Context: an optimization exercise on an open-source flow, tuned for small area. The choices shown serve that exercise and are no tape-out recipe.
The RTL was checked by simulation tests, not by an equivalence proof against the original design.

R:
==> module divider_nr, before the edit <==
module divider_nr (
    input  wire         clk,
    input  wire         init,
    input  wire         adj,
    input  wire         adj_sub,
    input  wire         uq,
    input  wire  [15:0] dividend,
    input  wire  [15:0] divisor,      
    input  wire         divisor_neg,  
    output logic [15:0] quotient,
    output logic        rem_neg,
    output logic        last
);
  logic [16:0] rem;
  logic [4:0] count;
  logic [7:0] h8;
  logic [3:0] h4;
  logic [1:0] h2;
  logic z8, z4, z2, z1, zero;
  assign z8 = dividend[15:8] == 8'd0;
  assign h8 = z8 ? dividend[7:0] : dividend[15:8];
  assign z4 = h8[7:4] == 4'd0;
  assign h4 = z4 ? h8[3:0] : h8[7:4];
  assign z2 = h4[3:2] == 2'd0;
  assign h2 = z2 ? h4[1:0] : h4[3:2];
  assign z1 = ~h2[1];
  assign zero = z8 & z4 & z2 & z1 & ~h2[0];
  logic [3:0] p;
  assign p = ~count[3:0];
  logic qbit;
  assign qbit = quotient[p];
  logic f;
  assign f = adj_sub ^ divisor_neg;
  logic [16:0] ra, rb, sum;
  logic [17:0] c;
  assign ra = {rem[15:0], qbit};
  assign rb = {divisor[15], divisor} ^ {17{f}};
  assign c[0] = f;
  genvar i;
  for (i = 0; i < 17; i++) begin : g_add
    assign sum[i] = ra[i] ^ rb[i] ^ c[i];
    assign c[i+1] = (ra[i] & rb[i]) | (ra[i] & c[i]) | (rb[i] & c[i]);
  end
  logic [4:0] count_inc;
  assign count_inc[0] = ~count[0];
  assign count_inc[1] = count[1] ^ count[0];
  assign count_inc[2] = count[2] ^ (count[1] & count[0]);
  assign count_inc[3] = count[3] ^ (count[2] & count[1] & count[0]);
  assign count_inc[4] = count[4] ^ (count[3] & count[2] & count[1] & count[0]);
  assign rem_neg = rem[16];
  assign last = count == 5'd16;
  always_ff @(posedge clk) begin
    if (init) begin
      quotient <= dividend;
      rem      <= '0;
      count    <= zero ? 5'd16 : {1'b0, z8, z4, z2, z1};
    end else begin
      if (adj) rem <= sum;
      if (uq) begin
        quotient[p] <= ~rem[16];
        count       <= count_inc;
      end
    end
  end
endmodule
export LEC_CHECK = 0
export ABC_AREA = 1
export CAP_MARGIN = 20
export CORE_MARGIN = 2
export CORE_UTILIZATION = 40
export PLACE_DENSITY = 0.62
export SLEW_MARGIN = 20
create_clock -name core_clock -period 20.0 [get_ports {CLK100MHZ}]
standard.sh (not shown) runs the stock make flow with config.mk's settings and CLKGATE_MAP_FILE= SYNTH_SCRIPT=/design/flow/synth_recipe.tcl, a recipe that flattens the netlist after the stock synthesis.
==> flow/flow/run.sh <==
#!/bin/bash
# Own layout flow: the standard flow, except that
#  - synthesis maps the logic with an area-oriented ABC script (deepsyn,
#    then amap) and
#    without extract_fa's adder cells, which ABC cannot restructure;
#    registers come out of the same synthesis steps as the standard
#    synthesis, so their names and cell types are unchanged;
#  - ports are buffered with the smallest buffer;
#  - the clock tree uses small clock buffers and no dummy loads.
# Each step's full output goes to a log file here.
set -euo pipefail
here=$(pwd)
CTS_BUF=${CTS_BUF:-sky130_fd_sc_hd__clkbuf_8}
rm -rf "$here/scripts_area"
cp -r "$FLOW_HOME/scripts" "$here/scripts_area"
cp "$here/flow/abc_area.script" "$here/scripts_area/abc_area.script"
bash standard.sh SCRIPTS_DIR="$here/scripts_area" ADDER_MAP_FILE= synth > "$here/synth.log" 2>&1
export BUFFER_PORTS_ARGS="-buffer_cell sky130_fd_sc_hd__buf_1"
export CTS_ARGS="-sink_clustering_enable -repair_clock_nets -dont_use_dummy_load -buf_list $CTS_BUF"
bash standard.sh > "$here/layout.log" 2>&1
test -f "$here/out/final.def"
==> flow/flow/abc_area.script <==
strash
&get -n
&deepsyn -T 60
&put
dch -f
amap
topo
Setup changes, R to Q
diff --git a/flow/design.v b/flow/design.v
--- a/flow/design.v
+++ b/flow/design.v
@@ -68,27 +68,21 @@
 );
   logic [16:0] rem;
   logic [4:0] count;
-  logic [7:0] h8;
-  logic [3:0] h4;
-  logic [1:0] h2;
-  logic z8, z4, z2, z1, zero;
-  assign z8 = dividend[15:8] == 8'd0;
-  assign h8 = z8 ? dividend[7:0] : dividend[15:8];
-  assign z4 = h8[7:4] == 4'd0;
-  assign h4 = z4 ? h8[3:0] : h8[7:4];
-  assign z2 = h4[3:2] == 2'd0;
-  assign h2 = z2 ? h4[1:0] : h4[3:2];
-  assign z1 = ~h2[1];
-  assign zero = z8 & z4 & z2 & z1 & ~h2[0];
-  logic [3:0] p;
-  assign p = ~count[3:0];
-  logic qbit;
-  assign qbit = quotient[p];
+  logic [15:0] v1, v2, v3, v4;
+  logic s3, s2, s1, s0;
+  assign s3 = dividend[15:8] == 8'd0;
+  assign v1 = s3 ? {dividend[7:0], 8'd0} : dividend;
+  assign s2 = v1[15:12] == 4'd0;
+  assign v2 = s2 ? {v1[11:0], 4'd0} : v1;
+  assign s1 = v2[15:14] == 2'd0;
+  assign v3 = s1 ? {v2[13:0], 2'd0} : v2;
+  assign s0 = ~v3[15];
+  assign v4 = s0 ? {v3[14:0], 1'b0} : v3;
   logic f;
   assign f = adj_sub ^ divisor_neg;
   logic [16:0] ra, rb, sum;
   logic [17:0] c;
-  assign ra = {rem[15:0], qbit};
+  assign ra = {rem[15:0], quotient[15]};
   assign rb = {divisor[15], divisor} ^ {17{f}};
   assign c[0] = f;
   genvar i;
@@ -106,14 +100,14 @@
   assign last = count == 5'd16;
   always_ff @(posedge clk) begin
     if (init) begin
-      quotient <= dividend;
+      quotient <= v4;
       rem      <= '0;
-      count    <= zero ? 5'd16 : {1'b0, z8, z4, z2, z1};
+      count    <= v4[15] ? {1'b0, s3, s2, s1, s0} : 5'd16;
     end else begin
       if (adj) rem <= sum;
       if (uq) begin
-        quotient[p] <= ~rem[16];
-        count       <= count_inc;
+        quotient <= {quotient[14:0], ~rem[16]};
+        count    <= count_inc;
       end
     end
   end
--- outcome ---
Between R and Q, the area after synthesis does not differ in any meaningful way.
The met3 layer usage reported by global route number comes out higher for R vs Q.
Comparing R and Q, the higher global placer's final weighted congestion is on Q.
Design area across R and Q: no real change.
Taking R as the reference, in Q data required time of the critical path shows no meaningful change; detailed-route wire length now larger; number of standard cells in the final layout excluding fillers saw an increase; via count of the first global-routing pass moved up; critical path depth shows an increase of about 2.5%.
Wire length of the first global-routing pass went up by a few percent going from R to Q.
Per the final summary, Q finished and its layout is clean on timing, DRC and antenna.

what the ideal ports hide:
In the flow no input, the clock included, has a driving cell. The finished layouts below were timed again as built, in two steps. Step 1 sets driving cells, clkbuf_16 on the clock port and buf_2 on the other inputs (assumed; they add their load-dependent delay and slew). Step 2 also shifts input and output timing later by t, the mid clock arrival at the registers, as if the neighbouring blocks saw the same clock. a / b / c = no drivers / after step 1 / after step 2; a / b = the first two.
run | t, ns | setup slack, ns | worst register clock-pin slew, ns
R | 0.518 | 5.720 / 5.720 / 5.720 | 0.10 / 0.10
Q | 0.512 | 5.318 / 5.318 / 5.318 | 0.10 / 0.10
After both steps every run listed still meets setup and hold.
